From an optimization exercise on the open Yosys and OpenROAD flow, aimed at small area, a short achievable clock period and few clock cycles per item; shortcuts taken in it are not production practice.
The RTL was checked by simulation tests, not by an equivalence proof against the original design.
Power is estimated from default activity; no workload was simulated.

==> flow/design.v <==
`timescale 1ns / 1ps
module main(
    input clk,
    input rst,
    input start,
    input [7:0] a,
    input [7:0] b,
    output wire ready,
    output wire busy,
    output reg [8:0] y
);
reg ready_r;
reg [7:0] ar, br;      
reg [6:0] m;           
reg [9:0] r;           
assign ready = ready_r;
assign busy = ~ready_r;
wire [5:0] ab3 = {a[7:5], b[7:5]};
wire [8:0] qr3;
assign qr3[0] = (ab3 == 6'd9) | (ab3 == 6'd10) | (ab3 == 6'd11) | (ab3 == 6'd12) | (ab3 == 6'd13) | (ab3 == 6'd14) | (ab3 == 6'd15) | (ab3 == 6'd17) | (ab3 == 6'd25) | (ab3 == 6'd29) | (ab3 == 6'd30) | (ab3 == 6'd31) | (ab3 == 6'd33) | (ab3 == 6'd36) | (ab3 == 6'd37) | (ab3 == 6'd38) | (ab3 == 6'd39) | (ab3 == 6'd41) | (ab3 == 6'd43) | (ab3 == 6'd44) | (ab3 == 6'd45) | (ab3 == 6'd49) | (ab3 == 6'd51) | (ab3 == 6'd52) | (ab3 == 6'd57) | (ab3 == 6'd59) | (ab3 == 6'd60) | (ab3 == 6'd63);
assign qr3[1] = (ab3 == 6'd27) | (ab3 == 6'd36) | (ab3 == 6'd38) | (ab3 == 6'd47) | (ab3 == 6'd52) | (ab3 == 6'd61);
assign qr3[2] = (ab3 == 6'd18) | (ab3 == 6'd19) | (ab3 == 6'd20) | (ab3 == 6'd21) | (ab3 == 6'd22) | (ab3 == 6'd23) | (ab3 == 6'd26) | (ab3 == 6'd34) | (ab3 == 6'd36) | (ab3 == 6'd37) | (ab3 == 6'd42) | (ab3 == 6'd44) | (ab3 == 6'd46) | (ab3 == 6'd50) | (ab3 == 6'd53) | (ab3 == 6'd55) | (ab3 == 6'd58) | (ab3 == 6'd62);
assign qr3[3] = (ab3 == 6'd29) | (ab3 == 6'd30) | (ab3 == 6'd31) | (ab3 == 6'd43) | (ab3 == 6'd46) | (ab3 == 6'd47) | (ab3 == 6'd51) | (ab3 == 6'd53) | (ab3 == 6'd54) | (ab3 == 6'd59) | (ab3 == 6'd61);
assign qr3[4] = (ab3 == 6'd63);
assign qr3[5] = (ab3 == 6'd1) | (ab3 == 6'd3) | (ab3 == 6'd5) | (ab3 == 6'd7) | (ab3 == 6'd8) | (ab3 == 6'd9) | (ab3 == 6'd11) | (ab3 == 6'd13) | (ab3 == 6'd15) | (ab3 == 6'd19) | (ab3 == 6'd21) | (ab3 == 6'd23) | (ab3 == 6'd24) | (ab3 == 6'd25) | (ab3 == 6'd26) | (ab3 == 6'd28) | (ab3 == 6'd29) | (ab3 == 6'd31) | (ab3 == 6'd35) | (ab3 == 6'd36) | (ab3 == 6'd38) | (ab3 == 6'd40) | (ab3 == 6'd41) | (ab3 == 6'd42) | (ab3 == 6'd43) | (ab3 == 6'd45) | (ab3 == 6'd46) | (ab3 == 6'd52) | (ab3 == 6'd53) | (ab3 == 6'd55) | (ab3 == 6'd56) | (ab3 == 6'd57) | (ab3 == 6'd58) | (ab3 == 6'd59) | (ab3 == 6'd62) | (ab3 == 6'd63);
assign qr3[6] = (ab3 == 6'd2) | (ab3 == 6'd3) | (ab3 == 6'd6) | (ab3 == 6'd7) | (ab3 == 6'd10) | (ab3 == 6'd11) | (ab3 == 6'd14) | (ab3 == 6'd15) | (ab3 == 6'd16) | (ab3 == 6'd17) | (ab3 == 6'd18) | (ab3 == 6'd19) | (ab3 == 6'd22) | (ab3 == 6'd23) | (ab3 == 6'd24) | (ab3 == 6'd25) | (ab3 == 6'd26) | (ab3 == 6'd30) | (ab3 == 6'd31) | (ab3 == 6'd37) | (ab3 == 6'd38) | (ab3 == 6'd44) | (ab3 == 6'd45) | (ab3 == 6'd46) | (ab3 == 6'd48) | (ab3 == 6'd49) | (ab3 == 6'd50) | (ab3 == 6'd51) | (ab3 == 6'd52) | (ab3 == 6'd53) | (ab3 == 6'd56) | (ab3 == 6'd57) | (ab3 == 6'd58) | (ab3 == 6'd59);
assign qr3[7] = (ab3 == 6'd4) | (ab3 == 6'd5) | (ab3 == 6'd6) | (ab3 == 6'd7) | (ab3 == 6'd12) | (ab3 == 6'd13) | (ab3 == 6'd14) | (ab3 == 6'd15) | (ab3 == 6'd20) | (ab3 == 6'd21) | (ab3 == 6'd22) | (ab3 == 6'd23) | (ab3 == 6'd27) | (ab3 == 6'd28) | (ab3 == 6'd29) | (ab3 == 6'd30) | (ab3 == 6'd31) | (ab3 == 6'd32) | (ab3 == 6'd33) | (ab3 == 6'd34) | (ab3 == 6'd35) | (ab3 == 6'd36) | (ab3 == 6'd37) | (ab3 == 6'd38) | (ab3 == 6'd40) | (ab3 == 6'd41) | (ab3 == 6'd42) | (ab3 == 6'd43) | (ab3 == 6'd44) | (ab3 == 6'd45) | (ab3 == 6'd46) | (ab3 == 6'd48) | (ab3 == 6'd49) | (ab3 == 6'd50) | (ab3 == 6'd51) | (ab3 == 6'd52) | (ab3 == 6'd53) | (ab3 == 6'd56) | (ab3 == 6'd57) | (ab3 == 6'd58) | (ab3 == 6'd59);
assign qr3[8] = (ab3 == 6'd39) | (ab3 == 6'd47) | (ab3 == 6'd54) | (ab3 == 6'd55) | (ab3 == 6'd60) | (ab3 == 6'd61) | (ab3 == 6'd62) | (ab3 == 6'd63);
wire [3:0] q3 = qr3[8:5];
wire [4:0] r3 = qr3[4:0];
wire ak = ar[7];
wire bk = br[7];
wire [6:0] ah = ar[6:0] & m & {7{ak}};
wire [6:0] bh = br[6:0] & m & {7{bk}};
wire [10:0] sum3 = r + ah + bh;
wire [12:0] t  = {sum3, ak & bk, ak ^ bk};
wire [8:0] yinc = y + 9'd1;
wire [12:0] c3 = {y, 3'b100} + {yinc, 2'b01};
wire [13:0] t1 = {1'b0, t} - {3'b0, y, 2'b01};
wire [13:0] t2 = {1'b0, t} - {2'b0, y, 3'b100};
wire [13:0] t3 = {1'b0, t} - {1'b0, c3};
always @(posedge clk) begin
    if (ready_r) begin
        ar <= {a[4:0], a[7:5]};
        br <= {b[4:0], b[7:5]};
        m <= 7'b0000111;
        r <= r3;
    end else begin
        ar <= {ar[6:0], ar[7]};
        br <= {br[6:0], br[7]};
        m <= {m[5:0], 1'b1};
        if (!t3[13]) r <= t3[9:0];
        else if (!t2[13]) r <= t2[9:0];
        else if (!t1[13]) r <= t1[9:0];
        else r <= t[9:0];
    end
    if (ready_r) begin
        if (start) y <= q3;
    end else begin
        if (!t3[13]) y <= {yinc[7:0], 1'b1};
        else if (!t2[13]) y <= {yinc[7:0], 1'b0};
        else if (!t1[13]) y <= {y[7:0], 1'b1};
        else y <= {y[7:0], 1'b0};
    end
end
always @(posedge clk)
    if (rst) ready_r <= 1'b1;
    else if (ready_r) ready_r <= ~start;
    else ready_r <= m[6];
endmodule
==> flow/run.sh <==
#!/bin/bash
# synth_recipe.tcl (not shown) runs the flow's synth.tcl, then flattens the netlist and writes it again
# the make line also repeats each setting of config.mk as NAME=value (left out here)
make -C /OpenROAD-flow-scripts/flow DESIGN_CONFIG=/design/flow/config.mk WORK_HOME=/design/flow/orfs CLKGATE_MAP_FILE= SYNTH_SCRIPT=/design/flow/synth_recipe.tcl finish
==> flow/config.mk <==
export PLATFORM = sky130hd
export DESIGN_NAME = main
export DESIGN_NICKNAME = main
export VERILOG_FILES = /design/flow/design.v
export SDC_FILE = /design/flow/constraint.sdc
export NUM_CORES = 4
export LEC_CHECK = 0
export CAP_MARGIN = 20
export CORE_MARGIN = 2
export CORE_UTILIZATION = 40
export SLEW_MARGIN = 20
==> flow/constraint.sdc <==
create_clock -name core_clock -period 5.0 [get_ports {clk}]
set_input_delay 1.0000 -clock core_clock [delete_from_list [all_inputs] [get_ports {clk}]]
set_output_delay 1.0000 -clock core_clock [all_outputs]
set_load 0.01 [all_outputs]
==> results.txt, run 1 <==
GR Util All Layers 0.1788; EDFF count, synth 9; #FFs+latches synth 40; min cycle time layout 4802 ps; dpl hpwl 7420 um; mean routed wirelength per cell 15.41 um; Hold WC Path Type flop to flop; multi-input logic area 3008 sq um; CTS max path bufs 2; critical path class flop to flop; R2R cell count 16; layout filler cell count 995; Initial DRC Count 151; count of cell types in the netlist 72; Crit path max-delay family adder cells; chip height 104.8 um; register area share after synthesis 0.2190; Setup Skew 12.80 ps; Worst-Skew Late Latency 300 ps; yosys warns 1; top-area cell type share of the netlist area 0.1526; Area growth, synth to finish 14.58%; hold depth 1; Final TNS setup 0 ps; Pleak 1.955 nW; Initial Util 0.4142; TritonCTS clock tree yes; Routed Antenna Nets 0; crit path cell chain and3_1, fa_1, ha_1, nand3_1, o211ai_1, nor2_1, xnor2_1, fa_1, ha_1, a21o_1, a41o_1, a31o_4, nor2_2, buf_4, or3_1, a21oi_1; Clock Sinks 40; Async SR Flop Fraction 0; most frequent cells after synthesis 41 x ha_1, 34 x xnor2_1, 33 x nor2_1, 31 x dfxtp_1; io pins 30; clock slew at reported path FFs 100 ps; Rel. slew slack 0.5232; Synth area leader dfxtp_1; vias in the first global route 3312; CP arrival 4840 ps; GP Congestion 0.8513; Die ar. 10990 sq um; first-pass GRT wire length 16100 um; Max Clk Rate 208.2 MHz; Bufs and invs on worst path 1; CP max-delay cell fa_1; most frequent cell after synthesis ha_1; Crit. End Element flop; CP max FO 9; PortBufs 29; startpoint types flop; RSZ-0062 raised after global routing false; largest net degree at the start of global routing 49; PD cells 728.6 nW/um^2; root buf cell clkbuf_8; Vias/cell 5.479; CTS Buf Count 5; WP depth 16; Tcrit/Tclk final 0.9605; register area 894.6 sq um; Die Wd 104.8 um; Synth Instances 461; layout cell share with drive strength beyond 1 0.1116; Setup violations, final 0; Nets 568; Peak VDD IR 0.3357 mV; number of max-slew violations in the final report 0; DRC errors left 0; CTS H-tree lvls 2; synthesized area 4068 sq um; Final Instance Area 4661 sq um; diode count 0; Worst Tran Pin Value 713.0 ps; antenna violations before repair 0; total core area 9819 sq um; dominant synthesized flop cell dfxtp_1; Worst Path Required 5040 ps; max_cap viols 0; via count 3430; Area after DPL 4539 sq um; post-synthesis net count 537; synth top area cells dfxtp_1 15%, ha_1 13%, fa_1 7.9%; gr ovfl total 0; Crit path largest cell delay 510 ps; final WL 9648 um; Final Hold Viols 0; Initial DRT Pass Iterations 4; Post-Syn Area per Cell 8.824 sq um; status no timing/DRC/antenna violations; # rows 36
-- registers in the layout, indices dropped and copies added, names as in the netlist --
register and count:
r 10, m 4, ar 8, ready_r 1
br 8, y 9
-- path summary, 6_finish.rpt --
path,start,end,slack (ps)
worst min register to register,m[4],m[5],460
worst max register to register,ar[7],y[5],200
worst min-delay path,m[4],m[5],460
worst max-delay path,ar[7],y[5],200
-- layout by cell type (no fill, tap or decap), types with 8 or more instances in the layout --
cell             synthesis  final
inv_1                   23     23
mux2_2                  17     17
edfxtp_1                 9      9
clkdlybuf4s50_1          0     29
ha_1                    41     41
nand3_1                 11     11
xnor2_1                 34     34
o211ai_1                 8      8
o21ai_0                 17     17
mux2i_1                  9      9
and3_1                   9      9
dfxtp_1                 31     28
a21oi_1                 27     27
buf_4                    0     13
nand2_1                 27     27
nor2_1                  33     33
fa_1                    16     16
o21ai_1                  9      9
nor3_1                  11     11
a21o_1                   8      8
-- cell families after synthesis --
kind of cell / after synthesis / share of synthesized area
compound gates: 130 / 0.2261
xor+xnor: 40 / 0.08613
fa+ha+maj: 57 / 0.2049
buf+inv: 42 / 0.04275
flops: 40 / 0.2190
mux: 26 / 0.06921
simple gates: 126 / 0.1520
-- cell type report --
class | instances | area share
well taps | 133 | 0.03570
clock inverters | 3 | 0.009664
repair buffers | 42 | 0.08322
inverters | 24 | 0.01933
clock buffers | 5 | 0.01477
multi-input cells | 379 | 0.6454
flip-flops and latches | 40 | 0.1919
-- power by group --
part           switching [mW]  internal, mW  leakage (nW)
clock network           0.136         0.151        0.0591
registers              0.0448         0.397         0.354
logic                    1.43          1.24          1.54
total                    1.61          1.79          1.96
-- stage by stage --
stage | worst slack, ps | std cells | hold slack, ps | utilization | total power, mW
after floorplan | 505.7 | 461 | 443.8 | - | 2.502
after global routing | 18.11 | 626 | 486.4 | 0.4746 | 3.753
final | 197.7 | 626 | 455.0 | 0.4746 | 3.396
after global placement | 191.8 | 618 | 450.6 | 0.4623 | 3.040
after detailed placement | 113.6 | 618 | 456.7 | 0.4623 | 3.073
after CTS | 112.2 | 626 | 455.4 | 0.4739 | 3.395
-- routing by layer --
layer  track usage  up-vias  wire, um
li1              -     1742         -
met2        0.3057       44      4660
met1        0.2397     1635      4648
met3       0.02121        9       204
met5             0        -         0
met4       0.04381        0       135
-- what timing repair did --
action,4_1_cts,5_1_grt
hold buffers,0,0
setup buffers,0,0
resized for setup,0,3
endpoints found under the setup margin,0,18
Testbench counts, summed over its fixed seeds: cycles 12,288, items 2,048.
==> inputs of run 2 (changes only) <==
--- a/flow/design.v
+++ b/flow/design.v
@@ -13,6 +13,7 @@
 reg [7:0] ar, br;      
 reg [6:0] m;           
 reg [9:0] r;           
+reg [7:0] x;           
 assign ready = ready_r;
 assign busy = ~ready_r;
 wire [5:0] ab3 = {a[7:5], b[7:5]};
@@ -28,11 +29,12 @@
 assign qr3[8] = (ab3 == 6'd39) | (ab3 == 6'd47) | (ab3 == 6'd54) | (ab3 == 6'd55) | (ab3 == 6'd60) | (ab3 == 6'd61) | (ab3 == 6'd62) | (ab3 == 6'd63);
 wire [3:0] q3 = qr3[8:5];
 wire [4:0] r3 = qr3[4:0];
+wire [7:0] ar_n = ready_r ? {a[4:0], a[7:5]} : {ar[6:0], ar[7]};
+wire [7:0] br_n = ready_r ? {b[4:0], b[7:5]} : {br[6:0], br[7]};
+wire [6:0] m_n  = ready_r ? 7'b0000111 : {m[5:0], 1'b1};
 wire ak = ar[7];
 wire bk = br[7];
-wire [6:0] ah = ar[6:0] & m & {7{ak}};
-wire [6:0] bh = br[6:0] & m & {7{bk}};
-wire [10:0] sum3 = r + ah + bh;
+wire [10:0] sum3 = r + x;
 wire [12:0] t  = {sum3, ak & bk, ak ^ bk};
 wire [8:0] yinc = y + 9'd1;
 wire [12:0] c3 = {y, 3'b100} + {yinc, 2'b01};
@@ -40,15 +42,13 @@
 wire [13:0] t2 = {1'b0, t} - {2'b0, y, 3'b100};
 wire [13:0] t3 = {1'b0, t} - {1'b0, c3};
 always @(posedge clk) begin
+    ar <= ar_n;
+    br <= br_n;
+    m <= m_n;
+    x <= (ar_n[7] ? ar_n[6:0] & m_n : 7'd0) + (br_n[7] ? br_n[6:0] & m_n : 7'd0);
     if (ready_r) begin
-        ar <= {a[4:0], a[7:5]};
-        br <= {b[4:0], b[7:5]};
-        m <= 7'b0000111;
         r <= r3;
     end else begin
-        ar <= {ar[6:0], ar[7]};
-        br <= {br[6:0], br[7]};
-        m <= {m[5:0], 1'b1};
         if (!t3[13]) r <= t3[9:0];
         else if (!t2[13]) r <= t2[9:0];
         else if (!t1[13]) r <= t1[9:0];
==> run 2 against run 1 <==
  * Global-route usage is 0.17 points lower
  * Worst hold slack worse by 9.0 ps
  * Via count is 6.1% higher
  * Routed wire length is 5.7% higher
  * Combinational power is 2% higher
  * Area after synthesis is 8.4% higher
  * Setup slack better by 370 ps
  * Largest cell class unchanged
==> results.txt, run 2 <==
status no timing/DRC/antenna violations; chip height 109.0 um; clock slew at reported path FFs 90 ps; total power 3.563 mW; Hold WC Path Type flop to flop; Initial Util 0.4084; Sw Pwr 1.695 mW; grt peak-use layer met2; CTS H-tree lvls 2; synth top area cells dfxtp_1 18%, ha_1 15%, xnor2_1 7.9%; dpl hpwl 7974 um; max reg flops 10; vias in the first global route 3432; post-CTS setup buffer count 0; Vias/cell 5.382; diode count 0; layout cell share with drive strength beyond 1 0.07836; Initial DRT Pass Iterations 4; PD cells 722.9 nW/um^2; Post-Syn Area per Cell 8.576 sq um; total core area 10790 sq um; max_cap viols 0; CTS max path bufs 2; Util after Layout 0.4566; min cycle time layout 4436 ps; antenna violations before repair 0; Synth Instances 514; Final TNS setup 0 ps; gr ovfl total 0; startpoint types flop; CP max FO 10; Synth area leader dfxtp_1; top-area cell type share of the netlist area 0.1771; Initial DRC Count 150; most frequent cell after synthesis ha_1; Switching Share 0.4758; Peak VDD IR 0.3132 mV; final WL 10200 um; leading cell type in the layout, fill and taps excluded ha_1; dominant synthesized flop cell dfxtp_1; Crit. End Element flop; Die Wd 109.0 um; #FFs+latches synth 48; Rel. slew slack 0.3306; io pins 30; Pleak 2.095 nW; grt met1 use 0.2301; Comb pwr share 0.766; Worst Path Required 5050 ps; Tcrit/Tclk final 0.8871; Area after DPL 4807 sq um; root buf cell clkbuf_8; Area growth, synth to finish 11.81%; Hold WS 446.0 ps; register area share after synthesis 0.2384; via count 3638; mean routed wirelength per cell 15.09 um; Die ar. 11880 sq um; Worst Tran Pin Value 999.8 ps; largest net degree at the start of global routing 27; Max Clk Rate 225.4 MHz; Async SR Flop Fraction 0; CP arrival 4480 ps; number of max-slew violations in the final report 0; Routed Antenna Nets 0; Setup Skew 8.710 ps; Setup violations, final 0; layout filler cell count 1037; grt met3 use 0.01973; TritonCTS clock tree yes; Largest regs r x10, y x9; most frequent cells in the layout 53 x ha_1, 44 x nor2_1, 40 x xnor2_1; post-synthesis net count 593; GP Congestion 0.8758; EDFF count, synth 9; PortBufs 29; RSZ-0062 raised after global routing false; most frequent cells after synthesis 53 x ha_1, 44 x nor2_1, 40 x xnor2_1, 39 x dfxtp_1, 37 x a21oi_1; DRC errors left 0; Nets 614; synthesized area 4408 sq um; GR Util All Layers 0.1771; CTS-repair resized insts 0; count of cell types in the netlist 70; GR Util met2 0.3114; critical path class flop to flop; CTS Buf Count 5; first-pass GRT wire length 16740 um; register area 1052 sq um; yosys warns 1; Final Hold Viols 0; Seq pwr share 0.149; # rows 38; Top reg by flops r; Post-CTS Hold Buffers 0; multi-input logic area 3151 sq um; Worst-Skew Late Latency 310 ps; Clk pwr share 0.085; Clock Sinks 48; internal power 1.868 mW; Final Instance Area 4928 sq um
==> run 2: cell types whose count changed after synthesis, sizes merged, moves of 8 or more <==
cell / delta
ha: +12
nor2b: +9
o21ai: +9
fa: -9
a21oi: +10
nor2: +10
dfxtp: +8
==> run 2: power groups by stage <==
| stage | Sequential, mW | Combinational, mW | Clock, mW |
|---|---|---|---|
| floorplan | 0.528 | 2.20 | 0 |
| global placement | 0.540 | 2.65 | 0 |
| detailed placement | 0.543 | 2.70 | 0 |
| CTS | 0.534 | 2.73 | 0.309 |
| global route | 0.544 | 3.05 | 0.326 |
| finish | 0.532 | 2.73 | 0.302 |
==> run 2: cell type report <==
| cell class | count | area share |
|---|---|---|
| clock buffer | 6 | 0.01676 |
| sequential | 48 | 0.2135 |
| clock inverter | 2 | 0.007870 |
| tap | 140 | 0.03554 |
| inverter | 29 | 0.02209 |
| timing repair buffer | 33 | 0.06499 |
| multi-input combinational | 418 | 0.6392 |
==> run 2: layer usage <==
metal	wire, um	part of all wire	vias to the layer above
met5	0	0	-
met2	4970	0.49	47
li1	-	-	1897
met3	215	0.021	10
met4	128	0.013	0
met1	4886	0.48	1684
==> run 2: critical path, cell delays in order (launching register included) <==
cell     delay [ps]
dfxtp_1         310
ha_1            230
fa_1            410
a21oi_1         190
o21ai_0         260
nor2_1          390
fa_1            490
ha_1            340
o21a_1          130
o21ai_0         230
nor3_1          130
o22ai_2         430
nand2_2         280
nand2_1         150
xnor2_1         120
mux2i_1          90
==> run 2: stage by stage <==
stage | instances | worst slack, ps
finish | 676 | 564.3
global route | 676 | 117.1
CTS | 676 | 532.2
detailed placement | 668 | 556.0
global placement | 668 | 722.3
floorplan | 514 | 1137
==> run 2: cells by family after synthesis <==
logic type,count (synthesis),share of synthesized area
XOR/XNOR,48,0.09537
flip-flops,48,0.2384
adder cells (fa/ha/maj),60,0.1822
multiplexers,24,0.05961
buffers and inverters,48,0.04683
AND/OR/NAND/NOR,143,0.1607
AO/OA/AOI/OAI,143,0.2169
==> run 2: path summary, 6_finish.rpt <==
kind / from / endpoint / slack, ps / depth (start not counted)
worst max-delay path: r[0] / y[3] / 560 / 15
worst min-delay path: m[6] / ready_r / 450 / 2
worst max register to register: r[0] / y[3] / 560 / 15
worst min register to register: m[6] / ready_r / 450 / 2
Testbench counts of run 2, summed over its fixed seeds: cycles 12,288, items 2,048.
==> inputs of run 3 (changes only) <==
--- a/flow/design.v
+++ b/flow/design.v
@@ -10,10 +10,10 @@
     output reg [8:0] y
 );
 reg ready_r;
-reg [7:0] ar, br;      
-reg [6:0] m;           
+reg [4:0] kh;          
 reg [9:0] r;           
 reg [7:0] x;           
+reg ak, bk;            
 assign ready = ready_r;
 assign busy = ~ready_r;
 wire [5:0] ab3 = {a[7:5], b[7:5]};
@@ -29,11 +29,15 @@
 assign qr3[8] = (ab3 == 6'd39) | (ab3 == 6'd47) | (ab3 == 6'd54) | (ab3 == 6'd55) | (ab3 == 6'd60) | (ab3 == 6'd61) | (ab3 == 6'd62) | (ab3 == 6'd63);
 wire [3:0] q3 = qr3[8:5];
 wire [4:0] r3 = qr3[4:0];
-wire [7:0] ar_n = ready_r ? {a[4:0], a[7:5]} : {ar[6:0], ar[7]};
-wire [7:0] br_n = ready_r ? {b[4:0], b[7:5]} : {br[6:0], br[7]};
-wire [6:0] m_n  = ready_r ? 7'b0000111 : {m[5:0], 1'b1};
-wire ak = ar[7];
-wire bk = br[7];
+wire [4:0] kh_n = ready_r ? 5'b10000 : {1'b0, kh[4:1]};
+wire ak_n = |(kh_n & a[4:0]);
+wire bk_n = |(kh_n & b[4:0]);
+wire [6:0] a_n = ({7{kh_n[4]}} & {4'd0, a[7:5]}) | ({7{kh_n[3]}} & {3'd0, a[7:4]}) |
+                 ({7{kh_n[2]}} & {2'd0, a[7:3]}) | ({7{kh_n[1]}} & {1'd0, a[7:2]}) |
+                 ({7{kh_n[0]}} & a[7:1]);
+wire [6:0] b_n = ({7{kh_n[4]}} & {4'd0, b[7:5]}) | ({7{kh_n[3]}} & {3'd0, b[7:4]}) |
+                 ({7{kh_n[2]}} & {2'd0, b[7:3]}) | ({7{kh_n[1]}} & {1'd0, b[7:2]}) |
+                 ({7{kh_n[0]}} & b[7:1]);
 wire [10:0] sum3 = r + x;
 wire [12:0] t  = {sum3, ak & bk, ak ^ bk};
 wire [8:0] yinc = y + 9'd1;
@@ -42,10 +46,10 @@
 wire [13:0] t2 = {1'b0, t} - {2'b0, y, 3'b100};
 wire [13:0] t3 = {1'b0, t} - {1'b0, c3};
 always @(posedge clk) begin
-    ar <= ar_n;
-    br <= br_n;
-    m <= m_n;
-    x <= (ar_n[7] ? ar_n[6:0] & m_n : 7'd0) + (br_n[7] ? br_n[6:0] & m_n : 7'd0);
+    kh <= kh_n;
+    ak <= ak_n;
+    bk <= bk_n;
+    x <= (ak_n ? a_n : 7'd0) + (bk_n ? b_n : 7'd0);
     if (ready_r) begin
         r <= r3;
     end else begin
@@ -66,5 +70,5 @@
 always @(posedge clk)
     if (rst) ready_r <= 1'b1;
     else if (ready_r) ready_r <= ~start;
-    else ready_r <= m[6];
+    else ready_r <= kh[0];
 endmodule
--- a/flow/config.mk
+++ b/flow/config.mk
@@ -8,4 +8,5 @@
 export CAP_MARGIN = 20
 export CORE_MARGIN = 2
 export CORE_UTILIZATION = 40
+export SETUP_SLACK_MARGIN = 0.6
 export SLEW_MARGIN = 20
==> run 3 against run 2 <==
  * Final cell count increased by 5.2%
  * First-iteration DRC count is 66% higher
  * Clock-buffer cell count stayed put
  * Critical endpoint is now r[3]
  * Largest power group unchanged
  * Highest routed layer unchanged
==> results.txt, run 3 <==
status no timing/DRC/antenna violations; count of cell types in the netlist 63; Max Clk Rate 238.3 MHz; gr ovfl total 0; yosys warns 1; Nets 653; crit path cell chain ha_1, fa_1, a21o_1, nand4_1, a31oi_1, xnor2_2, ha_1, ha_1, o21a_1, o21ai_0, a22oi_1, a41o_4, or3_4, a211o_1, a31o_1; synth top area cells ha_1 15%, dfxtp_1 12%, xnor2_1 7.3%; most frequent cells after synthesis 53 x ha_1, 48 x nand2_1, 47 x a21oi_1, 36 x xnor2_1; GR Util All Layers 0.2039; Area growth, synth to finish 13.40%; Initial DRC Count 249; most frequent cells in the layout 53 x ha_1, 48 x nand2_1, 47 x a21oi_1; mean routed wirelength per cell 16.26 um; Die Wd 107.9 um; Final Hold Viols 0; Crit path max-delay family compound AO/OA/AOI/OAI gates; Initial Util 0.4143; max reg flops 10; Worst-Skew Late Latency 300 ps; dominant synthesized flop cell dfxtp_1; first-pass GRT wire length 18890 um; Vias/cell 5.817; critical path class flop to flop; antenna violations before repair 0; CTS Buf Count 5; Post-Syn Area per Cell 7.775 sq um; Pleak 2.044 nW; Top reg by flops r; max_cap viols 0; Async SR Flop Fraction 0; number of max-slew violations in the final report 0; largest net degree at the start of global routing 30; Post-CTS Hold Buffers 0; root buf cell clkbuf_8; Hold WC Path Type flop to flop; #FFs+latches synth 35; Rel. slew slack 0.3558; Routed Antenna Nets 0; CTS H-tree lvls 2; EDFF count, synth 9; Clock Sinks 35; TritonCTS clock tree yes; PD cells 680.5 nW/um^2; most frequent CP cell ha_1; Worst Tran Pin Value 964.3 ps; CTS max path bufs 2; Setup violations, final 0; CP arrival 4380 ps; leading cell type in the layout, fill and taps excluded ha_1; Tcrit/Tclk final 0.8391; register area share after synthesis 0.1832; total power 3.330 mW; layout filler cell count 1053; CP max-delay cell or3_4; GP Congestion 0.8793; synthesized area 4315 sq um; layout cell share with drive strength beyond 1 0.05913; DRC errors left 0; Synth Instances 555; io pins 30; Bufs and invs on worst path 0; Initial DRT Pass Iterations 5; Crit path largest cell delay 430 ps; dpl hpwl 8847 um; # rows 37; diode count 0; chip height 107.9 um; Setup Skew 10.66 ps; post-synthesis net count 634; top-area cell type share of the netlist area 0.1537; final WL 11560 um; Util after Layout 0.4698; Final TNS setup 0 ps; via count 4136; Largest regs r x10, y x9, x x8; total core area 10420 sq um; CP max FO 18; Synth area leader ha_1; vias in the first global route 3864; Crit. End Element flop; Worst Path Required 5190 ps; Die ar. 11630 sq um; most frequent cell after synthesis ha_1; PortBufs 29; Peak VDD IR 0.3709 mV; min cycle time layout 4196 ps; RSZ-0062 raised after global routing false; startpoint types flop; clock slew at reported path FFs 90 ps
## run 3: cell types whose count changed after synthesis, sizes merged, moves of 13 or more
| cell | previous run | this run |
|---|---|---|
| dfxtp | 39 | 26 |
| mux2 | 15 | 1 |
| a22oi | 0 | 24 |
| a31oi | 5 | 19 |
| clkbuf | 12 | 27 |
| nand2 | 32 | 48 |
## run 3: routing by layer
metal,up-vias,track usage,wire [um]
met2,109,0.3535,5592
met5,-,0,0
met3,14,0.02300,466
met1,1916,0.2629,5290
met4,0,0.06502,210
li1,2097,-,-
## run 3: worst paths after layout
path,cells past startpoint,endpoint,start,slack [ps]
max,15,r[3],r[0],800
min,2,ready_r,kh[0],440
max reg2reg,15,r[3],r[0],800
min reg2reg,2,ready_r,kh[0],440
## run 3: through the flow
| step | std cells | worst slack, ps | instance area (sq um) | hold slack, ps |
|---|---|---|---|---|
| finish | 711 | 804.4 | 4893 | 442.9 |
| global route | 711 | 520.0 | 4893 | 471.3 |
| CTS | 709 | 706.5 | 4847 | 459.5 |
| detailed placement | 701 | 627.2 | 4738 | 445.1 |
| global placement | 701 | 674.9 | 4738 | 432.4 |
| floorplan | 555 | 1090 | 4315 | 411.9 |
## run 3: layout make-up
class / instances / area (sq um) / share of cell area
multi-input combinational: 460 / 3324 / 0.6794
sequential: 35 / 790.8 / 0.1616
timing repair buffer: 42 / 387.9 / 0.07926
tap: 136 / 170.2 / 0.03477
inverter: 30 / 112.6 / 0.02301
clock buffer: 6 / 93.84 / 0.01918
clock inverter: 2 / 13.76 / 0.002813
## run 3: power by group
part | internal, mW | switching (mW) | leakage (nW) | total [mW]
Clock | 0.129 | 0.119 | 0.0563 | 0.248
Sequential | 0.355 | 0.0569 | 0.310 | 0.412
Combinational | 1.18 | 1.49 | 1.68 | 2.67
## run 3: cells by family (layout without fill, tap and decap cells)
group,after synthesis,after routing,synth area share
flip-flops,35,35,0.1832
adder cells (fa/ha/maj),60,60,0.1861
AND/OR/NAND/NOR,152,152,0.1719
multiplexers,5,5,0.01189
XOR/XNOR,44,44,0.08930
buffers and inverters,60,80,0.05393
AO/OA/AOI/OAI,199,199,0.3036
## run 3: repair_timing
action,CTS,global route
pin swaps,0,1
endpoints found under the setup margin,1,8
resized for setup,1,5
buffers inserted,0,2
## run 3: worst register-to-register path, delay by kind of cell (launching register included)
| family | cells | cell delay, ps |
|---|---|---|
| simple gates | 2 | 550 |
| fa+ha+maj | 4 | 1200 |
| xor+xnor | 1 | 280 |
| compound gates | 8 | 1760 |
| flops | 1 | 310 |
Testbench counts of run 3, summed over its fixed seeds: cycles 12,288, items 2,048.
==> inputs of run 4 (changes only) <==
--- a/flow/config.mk
+++ b/flow/config.mk
@@ -8,5 +8,5 @@
 export CAP_MARGIN = 20
 export CORE_MARGIN = 2
 export CORE_UTILIZATION = 40
-export SETUP_SLACK_MARGIN = 0.6
+export SETUP_SLACK_MARGIN = 0.3
 export SLEW_MARGIN = 20
==> run 4 against run 3 <==
  * Routed wire length is 0.77% lower
  * Critical path type unchanged
  * Clock skew about the same
  * Still clean on timing, DRC and antenna
  * Critical endpoint unchanged
  * Final cell count is 0.28% lower
==> results.txt, run 4 <==
#FFs+latches synth 35; synth top area cells ha_1 15%, dfxtp_1 12%, xnor2_1 7.3%; CP max FO 18; Nets 651; root buf cell clkbuf_8; Initial DRC Count 206; WP depth 14; Hold WC Path Type flop to flop; max reg flops 10; Async SR Flop Fraction 0; Adder-Cell Fraction of Synth Area 0.1861; RSZ-0062 raised after global routing false; CP arrival 4510 ps; crit path to r[3]; Die Wd 107.9 um; mean routed wirelength per cell 16.18 um; critical path class flop to flop; Switching Share 0.5022; yosys warns 1; Worst R2R End r[3]; Top reg by flops r; Routed Antenna Nets 0; startpoint types flop; Synth Instances 555; simple-gate portion of the synthesized area 0.1719; most frequent cells after synthesis 53 x ha_1, 48 x nand2_1, 47 x a21oi_1, 36 x xnor2_1; Worst-Skew Late Latency 300 ps; largest net degree at the start of global routing 30; PortBufs 29; Setup Skew 10.68 ps; Crit path max-delay family compound AO/OA/AOI/OAI gates; Clock Sinks 35; Crit path largest cell delay 500 ps; Peak VDD IR 0.3659 mV; internal power 1.641 mW; dpl hpwl 8847 um; Synth Area in Compound Gates 0.3036; R2R cell count 14; Final Hold Viols 0; layout cell share with drive strength beyond 1 0.05236; Util after Layout 0.4659; worst setup margin 678.7 ps; EDFF count, synth 9; CP max-delay cell fa_1; CTS max path bufs 2; Vias/cell 5.819; CTS Buf Count 5; first-pass GRT wire length 18860 um; status no timing/DRC/antenna violations; count of cell types in the netlist 63; Seq pwr share 0.125; leading cell type in the layout, fill and taps excluded ha_1; TritonCTS clock tree yes; clock slew at reported path FFs 90 ps; # rows 37; total core area 10420 sq um; chip height 107.9 um; Worst Path Required 5190 ps; most frequent cell after synthesis ha_1; Inst Count DP 701; Crit. End Element flop; Largest regs r x10, y x9, x x8; Die ar. 11630 sq um; Pleak 2.018 nW; Comb pwr share 0.800; Worst R2R Start r[0]; DRC errors left 0; most frequent cells in the layout 53 x ha_1, 48 x nand2_1, 47 x a21oi_1; R2R Setup Slk 680 ps; Final Instance Area 4853 sq um; Setup violations, final 0; PD cells 679.1 nW/um^2; antenna violations before repair 0; vias in the first global route 3859; io pins 30; final WL 11470 um; GP Congestion 0.8793; min cycle time layout 4321 ps; Initial Util 0.4143; hold depth 2; Clk pwr share 0.075; total power 3.296 mW; CTS H-tree lvls 2; Initial DRT Pass Iterations 5; final cell count without fillers 709; Worst Tran Pin Value 973.4 ps; gr ovfl total 0; dominant synthesized flop cell dfxtp_1; diode count 0; top-area cell type share of the netlist area 0.1537; Crit. Startpoint r[0]; number of max-slew violations in the final report 0; Hold WS 443.4 ps; Area growth, synth to finish 12.47%; Tcrit/Tclk final 0.8643; Final TNS setup 0 ps; crit path cell chain ha_1, fa_1, a21o_1, a21oi_1, xnor2_1, fa_1, ha_1, o21ai_0, nand2b_1, o41a_1, a41o_2, or3_4, a211o_1, a31o_1; Sw Pwr 1.655 mW; layout filler cell count 1054; max_cap viols 0; post-synthesis net count 634; Rel. slew slack 0.3497; XOR/XNOR Fraction of Synth Area 0.08930; synthesized area 4315 sq um; dpl ws 627.2 ps; GR Util All Layers 0.2036; Post-Syn Area per Cell 7.775 sq um; Synth area leader ha_1; Area after DPL 4738 sq um; largest family of logic cells by synthesized area compound AO/OA/AOI/OAI gates; Max Clk Rate 231.4 MHz; register area share after synthesis 0.1832; via count 4126; Bufs and invs on worst path 0; mux contribution to synthesized area 0.01189
[run 4: layout make-up]
cell class	count	area, sq um	share of cell area
clock buffers	6	93.84	0.01933
flip-flops and latches	35	790.8	0.1629
repair buffers	40	372.9	0.07682
multi-input cells	460	3299	0.6798
well taps	136	170.2	0.03506
inverters	30	112.6	0.02320
clock inverters	2	13.76	0.002836
[run 4: repair_timing]
item / CTS / global route
gates resized for setup: 0 / 2
hold endpoints to repair: 0 / 0
buffers inserted: 0 / 0
hold buffers: 0 / 0
setup endpoints to repair: 0 / 2
[run 4: routing by layer]
metal,wire [um],track usage,part of all wire
met1,5216,0.2629,0.45
met2,5485,0.3527,0.48
met3,517,0.02300,0.045
met4,250,0.06502,0.022
met5,0,0,0
[run 4: cell families after synthesis]
family	Yosys count
AO/OA/AOI/OAI	199
XOR/XNOR	44
adder cells (fa/ha/maj)	60
buffers and inverters	60
flip-flops	35
multiplexers	5
AND/OR/NAND/NOR	152
[run 4: worst register-to-register path, stage by stage, from the launching register on]
cell and delay, ps:
dfxtp_1 310, ha_1 230, fa_1 410, a21o_1 190
a21oi_1 170, xnor2_1 260, fa_1 510, ha_1 360
o21ai_0 200, nand2b_1 70, o41a_1 140, a41o_2 450
or3_4 460, a211o_1 240, a31o_1 220
[run 4: power groups by stage]
stage          clock network (mW)  logic, mW  registers, mW
2_1_floorplan                   0       2.04          0.404
3_3_place_gp                    0       2.54          0.416
3_5_place_dp                    0       2.58          0.418
4_1_cts                     0.260       2.60          0.412
5_1_grt                     0.269       2.92          0.420
6_report                    0.248       2.64          0.412
[run 4: worst min path at each step]
| stage | slack (ps) | to | startpoint |
|---|---|---|---|
| final | 440 | ready_r | kh[0] |
| after global routing | 470 | ready_r | kh[0] |
| after CTS | 460 | ready_r | kh[0] |
| after detailed placement | 450 | ready_r | kh[0] |
| after global placement | 430 | ready_r | kh[0] |
| after floorplan | 410 | ready_r | kh[0] |
==> inputs of run 5 (changes only) <==
--- a/flow/config.mk
+++ b/flow/config.mk
@@ -8,5 +8,5 @@
 export CAP_MARGIN = 20
 export CORE_MARGIN = 2
 export CORE_UTILIZATION = 40
-export SETUP_SLACK_MARGIN = 0.3
+export SETUP_SLACK_MARGIN = 1.0
 export SLEW_MARGIN = 20
==> run 5 against run 4 <==
  * Clock-buffer cell count unchanged
  * Final cell count increased by 0.99%
  * Worst hold slack about the same
  * Clock power about the same
  * Flip-flop and latch count unchanged
  * Critical path depth decreased by 2
  * Area after synthesis unchanged
  * Fmax increased by 11%
  * Largest cell class unchanged
  * Setup slack improved by 430 ps
  * Global-route usage increased by 0.37 points
  * Still clean on timing, DRC and antenna
==> results.txt, run 5 <==
dominant synthesized flop cell dfxtp_1; EDFF count, synth 9; Clock Sinks 35; CP max-delay cell o41a_1; WP depth 12; post-synthesis net count 634; most frequent CP cell ha_1; mean routed wirelength per cell 16.54 um; GR Util All Layers 0.2074; startpoint types flop; Nets 658; root buf cell clkbuf_8; Setup Skew 10.72 ps; CTS Buf Count 5; M1 WL 5358 um; first-pass GRT wire length 19180 um; Worst Path Required 5190 ps; most frequent cells in the layout 50 x ha_1, 48 x nand2_1, 43 x a21oi_1; total power 3.489 mW; antenna violations before repair 0; TritonCTS clock tree yes; Bufs and invs on worst path 0; met2 wire len 5756 um; Inst Count DP 701; most frequent cells after synthesis 53 x ha_1, 48 x nand2_1, 47 x a21oi_1, 36 x xnor2_1; CP max FO 5; worst setup margin 1107 ps; diode count 0; io pins 30; vias in the first global route 3947; count of cell types in the netlist 63; top-area cell type share of the netlist area 0.1537; Worst R2R End r[3]; Initial DRC Count 217; dpl hpwl 8847 um; Area after DPL 4738 sq um; synthesized area 4315 sq um; Peak VDD IR 0.3641 mV; Worst Tran Pin Value 1025 ps; clock slew at reported path FFs 90 ps; min cycle time layout 3893 ps; max_cap viols 0; yosys warns 1; Hold WS 443.7 ps; critical path class flop to flop; Die ar. 11630 sq um; total core area 10420 sq um; Setup violations, final 0; most frequent cell after synthesis ha_1; Post-CTS Hold Buffers 0; hold endpoint ready_r; Synth Instances 555; Crit. End Element flop; CP arrival 4080 ps; Crit path max-delay family compound AO/OA/AOI/OAI gates; synth top area cells ha_1 15%, dfxtp_1 12%, xnor2_1 7.3%; hold depth 2; DRC errors left 0; Max Clk Rate 256.9 MHz; Final TNS setup 0 ps; R2R Setup Slk 1110 ps; Pleak 2.096 nW; CTS max path bufs 2; gr ovfl total 0; RSZ-0062 raised after global routing false; Worst R2R Start r[1]; WL met3 424 um; number of max-slew violations in the final report 0; highest metal used met4; final cell count without fillers 716; Hold WC Path Type flop to flop; R2R cell count 12; Worst-Skew Late Latency 300 ps; Rel. slew slack 0.3155; via count 4168; largest net degree at the start of global routing 30; Die Wd 107.9 um; HP Start kh[0]; max reg flops 10; Async SR Flop Fraction 0; Synth area leader ha_1; Final Instance Area 5079 sq um; dpl ws 627.2 ps; Area growth, synth to finish 17.69%; Largest regs r x10, y x9, x x8; Post-Syn Area per Cell 7.775 sq um; #FFs+latches synth 35; layout filler cell count 1034; leading cell type in the layout, fill and taps excluded ha_1; layout cell share with drive strength beyond 1 0.1069; GP Congestion 0.8793; Tcrit/Tclk final 0.7785; register area share after synthesis 0.1832; status no timing/DRC/antenna violations; PD cells 687.0 nW/um^2; Final Hold Viols 0; final WL 11840 um; Crit path largest cell delay 480 ps; # rows 37; chip height 107.9 um; Top reg by flops r; Routed Antenna Nets 0; CTS H-tree lvls 2; Initial Util 0.4143; crit path cell chain ha_1, a211oi_2, o21bai_1, a21oi_2, xnor2_2, fa_1, ha_1, o41a_1, a41o_4, or3_4, a211o_1, a31o_1; PortBufs 29; Vias/cell 5.821; Util after Layout 0.4876; Initial DRT Pass Iterations 5
==> run 5: area by class of cell <==
type / count / area, sq um / share of cell area
Multi-Input combinational cell: 460 / 3472 / 0.6837
Sequential cell: 35 / 790.8 / 0.1557
Timing Repair Buffer: 47 / 425.4 / 0.08376
Tap cell: 136 / 170.2 / 0.03351
Inverter: 30 / 112.6 / 0.02217
Clock buffer: 6 / 93.84 / 0.01848
Clock inverter: 2 / 13.76 / 0.002710
==> run 5: worst max path at each step <==
| stage | startpoint | to | slack, ps |
|---|---|---|---|
| 6_report | r[1] | r[3] | 1110 |
| 5_1_grt | r[1] | r[3] | 970 |
| 4_1_cts | r[0] | r[3] | 1020 |
| 3_5_place_dp | r[0] | r[3] | 630 |
| 3_3_place_gp | r[0] | r[3] | 670 |
| 2_1_floorplan | r[0] | r[3] | 1090 |
==> run 5: routing by layer <==
metal | GRT usage | vias up
met4 | 0.07601 | 0
met1 | 0.2649 | 1930
met3 | 0.02300 | 21
met5 | 0 | -
li1 | - | 2109
met2 | 0.3580 | 108
==> run 5: worst reg2reg max path: stages (launching register included) <==
cell,delay [ps]
dfxtp_1,340
ha_1,340
a211oi_2,310
o21bai_1,130
a21oi_2,180
xnor2_2,170
fa_1,470
ha_1,240
o41a_1,480
a41o_4,270
or3_4,410
a211o_1,230
a31o_1,210
==> run 5: logic make-up (layout without fill, tap and decap cells) <==
family          count (synthesis)  after routing  share of synthesized area
mux                             5              5                    0.01189
flops                          35             35                     0.1832
xor+xnor                       44             44                    0.08930
simple gates                  152            152                     0.1719
buf+inv                        60             85                    0.05393
fa+ha+maj                      60             60                     0.1861
compound gates                199            199                     0.3036
==> run 5: what timing repair did <==
action | in CTS | in global routing
resized for setup | 9 | 24
buffers inserted | 3 | 4
pin swaps | 2 | 3
endpoints found under the setup margin | 14 | 17
==> run 5: power by group <==
part,total [mW],internal (mW),switching (mW)
Combinational,2.83,1.28,1.56
Sequential,0.407,0.355,0.0522
Clock,0.248,0.129,0.120
Total,3.49,1.76,1.73
==> inputs of run 6 (changes only) <==
--- a/flow/config.mk
+++ b/flow/config.mk
@@ -8,5 +8,5 @@
 export CAP_MARGIN = 20
 export CORE_MARGIN = 2
 export CORE_UTILIZATION = 40
-export SETUP_SLACK_MARGIN = 1.0
+export SETUP_SLACK_MARGIN = 1.5
 export SLEW_MARGIN = 20
==> run 6 against run 5 <==
  * Still clean
  * Die area is the same
  * Fmax grew 1.4%
  * Area after synthesis is the same
  * Worst hold slack gained 6.9 ps
  * Final cell count grew 5.4%
  * Clock-buffer cell count is the same
  * Combinational power grew 39%
  * Non-clock buffer count grew 39
  * Routed wire length grew 7.6%
  * Register-to-register slack gained 60 ps
  * Critical path type unchanged
  * Largest power group unchanged
==> results.txt, run 6 <==
clock slew at reported path FFs 100 ps; number of max-slew violations in the final report 0; grt peak-use layer met2; Max Clk Rate 260.6 MHz; Synth area leader ha_1; Clk pwr share 0.056; diode count 0; top-area cell type share of the netlist area 0.1537; Switching Share 0.4817; Pleak 2.345 nW; total core area 10420 sq um; CTS Buf Count 5; most frequent cells in the layout 48 x buf_4, 46 x nand2_1, 46 x ha_1; Post-Syn Area per Cell 7.775 sq um; EDFF count, synth 9; Crit. Startpoint r[0]; RSZ-0062 raised after global routing true; Area growth, synth to finish 32.97%; Initial DRC Count 192; Worst R2R Start r[0]; Final Instance Area 5738 sq um; critical path class flop to flop; synth top area cells ha_1 15%, dfxtp_1 12%, xnor2_1 7.3%; min cycle time layout 3838 ps; GR Util All Layers 0.2130; Final TNS setup 0 ps; Worst Tran Pin Value 839.9 ps; Worst Path Required 5210 ps; CTS max path bufs 2; Top reg by flops r; Initial DRT Pass Iterations 4; io pins 30; mean routed wirelength per cell 16.88 um; Area after DPL 4777 sq um; Die Wd 107.9 um; total power 4.598 mW; Rel. slew slack 0.4389; register area share after synthesis 0.1832; TritonCTS clock tree yes; gr ovfl total 0; DRC errors left 0; Clock Sinks 35; GP Congestion 0.8632; final cell count without fillers 755; grt met1 use 0.2816; Hold WC Path Type flop to flop; Worst-Skew Late Latency 310 ps; Async SR Flop Fraction 0; via count 4417; Largest regs r x10, y x9, x x8; CP max FO 5; vias in the first global route 4027; Synth Instances 555; leading cell type in the layout, fill and taps excluded buf_4; layout filler cell count 984; Inst Count DP 700; Routed Antenna Nets 0; Crit. End Element flop; Tcrit/Tclk final 0.7675; Post-CTS Hold Buffers 0; startpoint types flop; Setup violations, final 0; internal power 2.383 mW; Die ar. 11630 sq um; layout cell share with drive strength beyond 1 0.2278; largest net degree at the start of global routing 29; root buf cell clkbuf_8; post-synthesis net count 634; Seq pwr share 0.088; GR Util met2 0.3616; Final Hold Viols 0; PD cells 801.3 nW/um^2; max_cap viols 0; Sw Pwr 2.215 mW; final WL 12740 um; grt met3 use 0.02542; most frequent cells after synthesis 53 x ha_1, 48 x nand2_1, 47 x a21oi_1, 36 x xnor2_1; antenna violations before repair 0; Peak VDD IR 0.4218 mV; CP arrival 4050 ps; HP Start kh[0]; count of cell types in the netlist 63; synthesized area 4315 sq um; Nets 697; dpl hpwl 8667 um; # rows 37; Vias/cell 5.850; first-pass GRT wire length 19910 um; dominant synthesized flop cell dfxtp_1; Comb pwr share 0.855; PortBufs 29; chip height 107.9 um; #FFs+latches synth 35; Setup Skew 20.20 ps; CTS H-tree lvls 2; status no timing/DRC/antenna violations; Initial Util 0.4143; max reg flops 10; most frequent cell after synthesis ha_1; yosys warns 1
run 6: area by class of cell:
type                    count  area [sq um]  area share
multi-input cells         460          3792      0.6609
flip-flops and latches     35         795.8      0.1387
repair buffers             86         759.5      0.1324
well taps                 136         170.2     0.02966
inverters                  30         112.6     0.01962
clock buffers               6         93.84     0.01635
clock inverters             2         13.76    0.002399
run 6: path summary, 6_finish.rpt:
path | to | slack (ps) | cells past startpoint
max | r[3] | 1160 | 15
min | ready_r | 450 | 2
max reg2reg | r[3] | 1160 | 15
min reg2reg | ready_r | 450 | 2
run 6: what timing repair did:
action	in CTS	in global routing
cloned	1	0
setup buffers	21	25
hold endpoints to repair	0	0
endpoints found under the setup margin	22	22
gates resized for setup	50	48
pin swaps	37	20
run 6: power groups by stage:
stage / Combinational, mW / Sequential [mW] / Clock (mW)
2_1_floorplan: 2.08 / 0.404 / 0
3_3_place_gp: 2.59 / 0.414 / 0
3_5_place_dp: 2.63 / 0.416 / 0
4_1_cts: 3.27 / 0.405 / 0.264
5_1_grt: 4.25 / 0.415 / 0.272
6_report: 3.93 / 0.406 / 0.259
run 6: per-stage QoR:
step	hold WS (ps)	util	setup WS, ps
floorplan	411.9	-	1284
global placement	430.1	0.4586	657.7
detailed placement	441.2	0.4586	618.1
CTS	462.9	0.5104	1174
global route	480.4	0.5509	1041
finish	450.6	0.5509	1162
run 6: kinds of logic after synthesis:
group                      Yosys count  synth area share
AOI/OAI and AO/OA                  199            0.3036
xor gates and xnor gates            44           0.08930
DFF                                 35            0.1832
and+or+nand+nor                    152            0.1719
adders and majority gates           60            0.1861
buffers and inverters               60           0.05393
muxes                                5           0.01189
run 6: metal layers:
layer | routed length (um) | up-vias | part of all wire
met5 | 0 | - | 0
met4 | 396 | 0 | 0.031
met3 | 576 | 31 | 0.045
met2 | 6135 | 145 | 0.48
met1 | 5632 | 2055 | 0.44
li1 | - | 2186 | -
run 6: worst max-delay path, stage by stage, from the launching register on:
cell and delay, ps:
dfxtp_2 340, ha_4 160, fa_2 340, a21o_1 190
nand4_1 160, a31oi_4 130, xnor2_2 170, ha_1 320
ha_1 310, o21a_1 180, o21ai_2 170, a22oi_2 120
a41o_4 280, or3_4 420, a211o_1 230, a31o_1 220
==> inputs of run 7 (changes only) <==
--- a/flow/config.mk
+++ b/flow/config.mk
@@ -8,5 +8,5 @@
 export CAP_MARGIN = 20
 export CORE_MARGIN = 2
 export CORE_UTILIZATION = 40
-export SETUP_SLACK_MARGIN = 1.5
+export SETUP_SLACK_MARGIN = 1.2
 export SLEW_MARGIN = 20
==> run 7 against run 6 <==
  * Still clean
  * Register-to-register slack is essentially flat
  * Clock skew shrank 11 ps
  * First-iteration DRC count is the same
  * Clock-buffer cell count is the same
  * Critical path depth is the same
  * Combinational power shrank 21%
  * Fmax is essentially flat
  * Global-route usage shrank 0.73 points
  * Area after synthesis is the same
  * Routed wire length shrank 5.7%
==> results.txt, run 7 <==
status no timing/DRC/antenna violations; Post-CTS Hold Buffers 0; Die ar. 11630 sq um; Tcrit/Tclk final 0.7672; CTS max path bufs 2; Synth Instances 555; PortBufs 29; leading cell type in the layout, fill and taps excluded ha_1; Clock Sinks 35; Crit. End Element flop; CP arrival 4030 ps; dominant synthesized flop cell dfxtp_1; vias in the first global route 3912; Post-Syn Area per Cell 7.775 sq um; layout filler cell count 996; Initial Util 0.4143; total core area 10420 sq um; Area growth, synth to finish 22.04%; via count 4217; Async SR Flop Fraction 0; GR Util All Layers 0.2057; Worst-Skew Late Latency 300 ps; Worst Path Required 5190 ps; number of max-slew violations in the final report 0; Vias/cell 5.809; Max Clk Rate 260.7 MHz; R2R cell count 15; root buf cell clkbuf_8; layout cell share with drive strength beyond 1 0.1542; RSZ-0062 raised after global routing true; synth top area cells ha_1 15%, dfxtp_1 12%, xnor2_1 7.3%; Worst Tran Pin Value 962.6 ps; max_cap viols 0; top-area cell type share of the netlist area 0.1537; gr ovfl total 0; yosys warns 1; DRC errors left 0; Final Instance Area 5266 sq um; Rel. slew slack 0.3569; Hold WC Path Type flop to flop; CP max FO 6; Initial DRC Count 192; diode count 0; Largest regs r x10, y x9, x x8; most frequent cells in the layout 50 x ha_1, 47 x nand2_1, 42 x a21oi_1; CTS H-tree lvls 2; Initial DRT Pass Iterations 5; Comb pwr share 0.827; most frequent cell after synthesis ha_1; Setup violations, final 0; Clk pwr share 0.066; Peak VDD IR 0.3280 mV; # rows 37; Switching Share 0.4920; chip height 107.9 um; final WL 12010 um; antenna violations before repair 0; synthesized area 4315 sq um; dpl hpwl 8776 um; final cell count without fillers 726; register area share after synthesis 0.1832; Top reg by flops r; mean routed wirelength per cell 16.55 um; Hold WS 449.5 ps; first-pass GRT wire length 19400 um; GP Congestion 0.8799; Final TNS setup 0 ps; EDFF count, synth 9; hold depth 2; Pleak 2.157 nW; most frequent cells after synthesis 53 x ha_1, 48 x nand2_1, 47 x a21oi_1, 36 x xnor2_1; TritonCTS clock tree yes; internal power 1.914 mW; Setup Skew 9.042 ps; Inst Count DP 700; largest net degree at the start of global routing 30; count of cell types in the netlist 63; Routed Antenna Nets 0; critical path class flop to flop; Area after DPL 4763 sq um; min cycle time layout 3836 ps; max reg flops 10; clock slew at reported path FFs 80 ps; CTS Buf Count 5; post-synthesis net count 634; Sw Pwr 1.853 mW; Seq pwr share 0.107; #FFs+latches synth 35; startpoint types flop; io pins 30; PD cells 715.4 nW/um^2; Synth area leader ha_1; Final Hold Viols 0; total power 3.767 mW; Nets 668; Die Wd 107.9 um
==> run 7: worst max-delay path, cell delays in order (launching register included) <==
cell	delay, ps
dfxtp_2	340
ha_4	160
fa_2	370
a21o_1	220
nand4_1	170
a31oi_4	120
xnor2_2	190
ha_1	270
ha_1	290
o21a_1	190
o21ai_2	180
a22oi_2	120
a41o_4	300
or3_4	350
a211o_1	230
a31o_1	220
==> run 7: cell families (layout without fill, tap and decap cells) <==
| family | count (synthesis) | count (layout) | share of synthesized area |
|---|---|---|---|
| AO/OA/AOI/OAI | 199 | 199 | 0.3036 |
| AND/OR/NAND/NOR | 152 | 152 | 0.1719 |
| adder cells (fa/ha/maj) | 60 | 60 | 0.1861 |
| XOR/XNOR | 44 | 44 | 0.08930 |
| flip-flops | 35 | 35 | 0.1832 |
| multiplexers | 5 | 5 | 0.01189 |
| buffers and inverters | 60 | 95 | 0.05393 |
==> run 7: per-layer routing <==
metal / part of all wire / global-route usage / up-vias
met5: 0 / 0 / -
met4: 0.015 / 0.04945 / 0
met3: 0.042 / 0.02785 / 17
li1: - / - / 2132
met1: 0.45 / 0.2725 / 1969
met2: 0.49 / 0.3522 / 99
==> run 7: final timing paths <==
check                           start       to  slack [ps]
worst max register to register   x[0]     r[3]        1160
worst min-delay path            kh[0]  ready_r         450
worst min register to register  kh[0]  ready_r         450
worst max-delay path             x[0]     r[3]        1160
==> run 7: timing repair <==
item / in CTS / in global routing
resized for setup: 25 / 30
pin swaps: 16 / 19
endpoints found under the setup margin: 19 / 22
buffers inserted: 10 / 8
==> run 7: final cells by class <==
cell class	count	area [sq um]	share of cell area
sequential	35	794.5	0.1509
timing repair buffer	57	504.2	0.09575
multi-input combinational	460	3577	0.6793
inverter	30	112.6	0.02138
clock buffer	6	93.84	0.01782
clock inverter	2	13.76	0.002613
tap	136	170.2	0.03231
==> run 7: power by group through the flow <==
stage                     clock, mW  sequential [mW]  combinational, mW
final                         0.248            0.402               3.12
after global routing          0.269            0.411               3.43
after CTS                     0.259            0.399               2.83
after detailed placement          0            0.416               2.61
after global placement            0            0.415               2.56
after floorplan                   0            0.404               2.08
==> run 7: metrics by stage <==
stage               setup WS (ps)  utilization
detailed placement          646.9       0.4573
CTS                          1164       0.4867
global placement            745.2       0.4573
global route                 1001       0.5056
finish                       1164       0.5056
floorplan                    1210            -
==> inputs of run 8 (changes only) <==
--- a/flow/config.mk
+++ b/flow/config.mk
@@ -8,5 +8,5 @@
 export CAP_MARGIN = 20
 export CORE_MARGIN = 2
 export CORE_UTILIZATION = 40
-export SETUP_SLACK_MARGIN = 1.2
+export SETUP_SLACK_MARGIN = 0.8
 export SLEW_MARGIN = 20
==> run 8 against run 7 <==
  * Utilization shrank 2.7 points
  * Setup slack lost 230 ps
  * Final area shrank 5.3%
  * Clock power is essentially flat
  * Clock skew grew 2.3 ps
  * Global-route usage shrank 0.16 points
  * Total power shrank 8.0%
  * Flip-flop and latch count is the same
  * Non-clock buffer count shrank 12
  * Final cell count shrank 1.5%
  * Die area is the same
  * Critical path type unchanged
  * Largest power group unchanged
  * Highest routed layer unchanged
==> results.txt, run 8 <==
status no timing/DRC/antenna violations; vias in the first global route 3887; CTS Buf Count 5; layout cell share with drive strength beyond 1 0.07945; Peak VDD IR 0.3595 mV; max_cap viols 0; Hold WC Path Type flop to flop; Top reg by flops r; first-pass GRT wire length 18920 um; Crit path largest cell delay 420 ps; antenna violations before repair 0; total core area 10420 sq um; chip height 107.9 um; largest net degree at the start of global routing 30; Clk pwr share 0.072; Tcrit/Tclk final 0.8138; Setup Skew 11.34 ps; Synth area leader ha_1; Initial Util 0.4143; Pleak 2.079 nW; internal power 1.732 mW; dominant synthesized flop cell dfxtp_1; Post-CTS Hold Buffers 0; CTS H-tree lvls 2; GP Congestion 0.8793; clock slew at reported path FFs 90 ps; Sw Pwr 1.732 mW; WL met3 481 um; final WL 11840 um; layout filler cell count 1044; Die Wd 107.9 um; Seq pwr share 0.117; max reg flops 10; most frequent cells after synthesis 53 x ha_1, 48 x nand2_1, 47 x a21oi_1, 36 x xnor2_1; M1 WL 5375 um; mean routed wirelength per cell 16.56 um; Final Instance Area 4986 sq um; CP arrival 4260 ps; R2R Setup Slk 930 ps; synthesized area 4315 sq um; TritonCTS clock tree yes; CP max-delay cell fa_1; most frequent cell after synthesis ha_1; RSZ-0062 raised after global routing false; Rel. slew slack 0.3574; Synth Instances 555; register area share after synthesis 0.1832; root buf cell clkbuf_8; Worst Path Required 5190 ps; top-area cell type share of the netlist area 0.1537; highest metal used met4; gr ovfl total 0; crit path cell chain ha_1, fa_1, a21o_1, nand4_1, a31oi_4, xnor2_2, ha_1, ha_1, o21a_1, o21ai_2, nand2_1, a41o_4, or3_4, a211o_1, a31o_1; CTS max path bufs 2; Worst-Skew Late Latency 300 ps; Post-Syn Area per Cell 7.775 sq um; PD cells 694.8 nW/um^2; met2 wire len 5710 um; startpoint types flop; Util after Layout 0.4787; Bufs and invs on worst path 0; via count 4187; EDFF count, synth 9; dpl ws 627.2 ps; Initial DRC Count 226; Area growth, synth to finish 15.54%; Die ar. 11630 sq um; Switching Share 0.4999; Nets 657; yosys warns 1; GR Util All Layers 0.2041; Crit path max-delay family compound AO/OA/AOI/OAI gates; Final TNS setup 0 ps; dpl hpwl 8847 um; post-synthesis net count 634; count of cell types in the netlist 63; Async SR Flop Fraction 0; Final Hold Viols 0; Worst Tran Pin Value 961.9 ps; Routed Antenna Nets 0; number of max-slew violations in the final report 0; Clock Sinks 35; Crit. End Element flop; most frequent CP cell ha_1; synth top area cells ha_1 15%, dfxtp_1 12%, xnor2_1 7.3%; most frequent cells in the layout 52 x ha_1, 48 x nand2_1, 46 x a21oi_1; critical path class flop to flop; diode count 0; Max Clk Rate 245.8 MHz; CP max FO 6; #FFs+latches synth 35; Setup violations, final 0; worst setup margin 930.9 ps; Largest regs r x10, y x9, x x8; PortBufs 29; Area after DPL 4738 sq um; Initial DRT Pass Iterations 4; io pins 30; DRC errors left 0; min cycle time layout 4069 ps; Vias/cell 5.856; # rows 37; leading cell type in the layout, fill and taps excluded ha_1; Comb pwr share 0.811
## run 8: cell counts after synthesis
Identical to the previous run, type by type.
## run 8: worst min-delay path: cells and delay by family, from the launching register on
kind / cells / cell delay [ps]
flops: 1 / 320
simple gates: 1 / 50
compound gates: 1 / 60
## run 8: cell type report
class,instances,area (sq um),area share
clock buffer,6,93.84,0.01882
sequential,35,790.8,0.1586
inverter,30,112.6,0.02258
tap,136,170.2,0.03413
clock inverter,2,13.76,0.002760
timing repair buffer,45,410.4,0.08231
multi-input combinational,461,3395,0.6808
## run 8: metal layers
metal | global-route usage | vias to the layer above
met5 | 0 | -
met4 | 0.07051 | 0
met3 | 0.02300 | 18
met2 | 0.3522 | 113
met1 | 0.2622 | 1945
li1 | - | 2111
## run 8: through the flow
step | std cells | total power [mW] | hold WS (ps)
detailed placement | 701 | 2.998 | 445.1
CTS | 709 | 3.296 | 459.5
global placement | 701 | 2.952 | 432.4
floorplan | 555 | 2.444 | 411.9
global route | 715 | 3.770 | 471.3
finish | 715 | 3.465 | 441.0
## run 8: worst paths after layout
check / startpoint / to / cells past startpoint
setup / recovery: r[0] / r[3] / 15
hold / removal: kh[0] / ready_r / 2
setup reg to reg: r[0] / r[3] / 15
hold reg to reg: kh[0] / ready_r / 2
## run 8: timing repair
action | 4_1_cts | 5_1_grt
gates resized for setup | 4 | 12
buffers inserted | 0 | 5
setup endpoints to repair | 8 | 13
gates cloned | 0 | 1
pin swaps | 0 | 3
## run 8: kinds of logic after synthesis
| kind of cell | Yosys count | synth area share |
|---|---|---|
| buffers and inverters | 60 | 0.05393 |
| XOR/XNOR | 44 | 0.08930 |
| adder cells (fa/ha/maj) | 60 | 0.1861 |
| AO/OA/AOI/OAI | 199 | 0.3036 |
| flip-flops | 35 | 0.1832 |
| AND/OR/NAND/NOR | 152 | 0.1719 |
| multiplexers | 5 | 0.01189 |
## run 8: power by group through the flow
stage                     registers (mW)  clock network, mW  logic [mW]
after floorplan                    0.404                  0        2.04
after global placement             0.416                  0        2.54
after detailed placement           0.418                  0        2.58
after CTS                          0.412              0.260        2.62
after global routing               0.414              0.269        3.09
final                              0.406              0.249        2.81
==> inputs of run 9 (changes only) <==
--- a/flow/config.mk
+++ b/flow/config.mk
@@ -8,5 +8,4 @@
 export CAP_MARGIN = 20
 export CORE_MARGIN = 2
 export CORE_UTILIZATION = 40
-export SETUP_SLACK_MARGIN = 0.8
 export SLEW_MARGIN = 20
==> run 9 against run 8 <==
  * Register-to-register slack worse by 350 ps
  * Global-route usage hardly changed
  * Final cell count is 0.84% lower
  * Total power is 5.4% lower
  * Via count is 1.9% lower
  * Routed wire length is 3.2% lower
  * Critical endpoint unchanged
  * Largest power group unchanged
  * Final area is 2.8% lower
  * Still clean on timing, DRC and antenna
  * Clock power hardly changed
  * Clock-buffer cell count stayed put
==> results.txt, run 9 <==
status no timing/DRC/antenna violations; Area growth, synth to finish 12.29%; Worst-Skew Late Latency 300 ps; Synth Instances 555; Crit. Startpoint r[0]; Rel. slew slack 0.3384; Die Wd 107.9 um; CTS max path bufs 2; Final TNS setup 0 ps; first-pass GRT wire length 18860 um; CP max FO 18; HP Start kh[0]; CTS H-tree lvls 2; leading cell type in the layout, fill and taps excluded ha_1; Worst Tran Pin Value 990.4 ps; Top reg by flops r; clock slew at reported path FFs 80 ps; number of max-slew violations in the final report 0; chip height 107.9 um; Die ar. 11630 sq um; Largest regs r x10, y x9, x x8; DRC errors left 0; Final Hold Viols 0; synth top area cells ha_1 15%, dfxtp_1 12%, xnor2_1 7.3%; Post-CTS Hold Buffers 0; M1 WL 5299 um; Peak VDD IR 0.3561 mV; Post-Syn Area per Cell 7.775 sq um; post-synthesis net count 634; highest metal used met4; root buf cell clkbuf_8; RSZ-0062 raised after global routing false; layout cell share with drive strength beyond 1 0.05061; Initial Util 0.4143; total core area 10420 sq um; Vias/cell 5.795; #FFs+latches synth 35; dpl hpwl 8847 um; count of cell types in the netlist 63; Pleak 2.017 nW; final WL 11470 um; most frequent cells in the layout 53 x ha_1, 48 x nand2_1, 47 x a21oi_1; via count 4109; Initial DRT Pass Iterations 5; top-area cell type share of the netlist area 0.1537; Worst Path Required 5190 ps; PortBufs 29; gr ovfl total 0; most frequent cells after synthesis 53 x ha_1, 48 x nand2_1, 47 x a21oi_1, 36 x xnor2_1; synthesized area 4315 sq um; TritonCTS clock tree yes; max reg flops 10; largest net degree at the start of global routing 30; Worst R2R Start r[0]; Hold WS 446.1 ps; diode count 0; CP arrival 4610 ps; critical path class flop to flop; met2 wire len 5520 um; dominant synthesized flop cell dfxtp_1; yosys warns 1; PD cells 676.4 nW/um^2; Routed Antenna Nets 0; Hold WC Path Type flop to flop; Crit. End Element flop; startpoint types flop; max_cap viols 0; Synth area leader ha_1; # rows 37; GP Congestion 0.8793; Async SR Flop Fraction 0; Clock Sinks 35; Max Clk Rate 226.4 MHz; WL met3 430 um; mean routed wirelength per cell 16.17 um; most frequent cell after synthesis ha_1; post-CTS setup buffer count 0; CTS-repair resized insts 0; Setup Skew 8.024 ps; io pins 30; Tcrit/Tclk final 0.8835; antenna violations before repair 0; Initial DRC Count 211; register area share after synthesis 0.1832; EDFF count, synth 9; vias in the first global route 3859; CTS Buf Count 5; GR Util All Layers 0.2036; Nets 651; Setup violations, final 0; min cycle time layout 4418 ps
-- run 9: report_power, final --
| part | total [mW] | internal, mW | switching, mW |
|---|---|---|---|
| clock | 0.248 | 0.129 | 0.120 |
| sequential | 0.412 | 0.355 | 0.0568 |
| combinational | 2.62 | 1.15 | 1.47 |
-- run 9: area by class of cell --
type                    instances  area, sq um
clock buffers                   6        93.84
clock inverters                 2        13.76
fillers                      1054         5570
inverters                      30        112.6
multi-input cells             460         3292
flip-flops and latches         35        790.8
well taps                     136        170.2
repair buffers                 40        372.9
-- run 9: final timing paths --
path	cells past startpoint	end	slack [ps]
worst min-delay path	2	ready_r	450
worst max-delay path	15	r[3]	580
worst min register to register	2	ready_r	450
worst max register to register	15	r[3]	580
-- run 9: cells by family after synthesis --
kind of cell               synth area share
and+or+nand+nor                      0.1719
muxes                               0.01189
xor gates and xnor gates            0.08930
buffers and inverters               0.05393
AOI/OAI and AO/OA                    0.3036
DFF                                  0.1832
adders and majority gates            0.1861
-- run 9: per-stage QoR --
| stage | instance area (sq um) | cells | util | setup slack, ps | power, mW |
|---|---|---|---|---|---|
| floorplan | 4315 | 555 | - | 1090 | 2.444 |
| global placement | 4738 | 701 | 0.4549 | 674.9 | 2.952 |
| detailed placement | 4738 | 701 | 0.4549 | 627.2 | 2.998 |
| CTS | 4846 | 709 | 0.4652 | 588.9 | 3.270 |
| global route | 4846 | 709 | 0.4652 | 271.1 | 3.595 |
| finish | 4846 | 709 | 0.4652 | 582.4 | 3.278 |
-- run 9: layer usage --
metal,vias to the layer above,global-route usage
met4,0,0.06502
met2,100,0.3527
li1,2093,-
met3,14,0.02300
met5,-,0
met1,1902,0.2629
-- run 9: critical path: stages, from the launching register on --
cell and delay [ps]:
dfxtp_1 310, ha_1 230, fa_1 410, a21o_1 190, nand4_1 110, a31oi_1 170
xnor2_1 340, ha_1 300, ha_1 290, o21a_1 200, o21ai_0 200, a22oi_1 140
a41o_1 470, or3_4 500, a211o_1 230, a31o_1 210

Setup slack of run 9, layout unchanged: 0.582 ns with ideal ports, 0.582 ns with driving cells assumed (clock clkbuf_16, inputs buf_2), 0.582 ns with port delays also shifted by the 0.331 ns mid clock arrival.
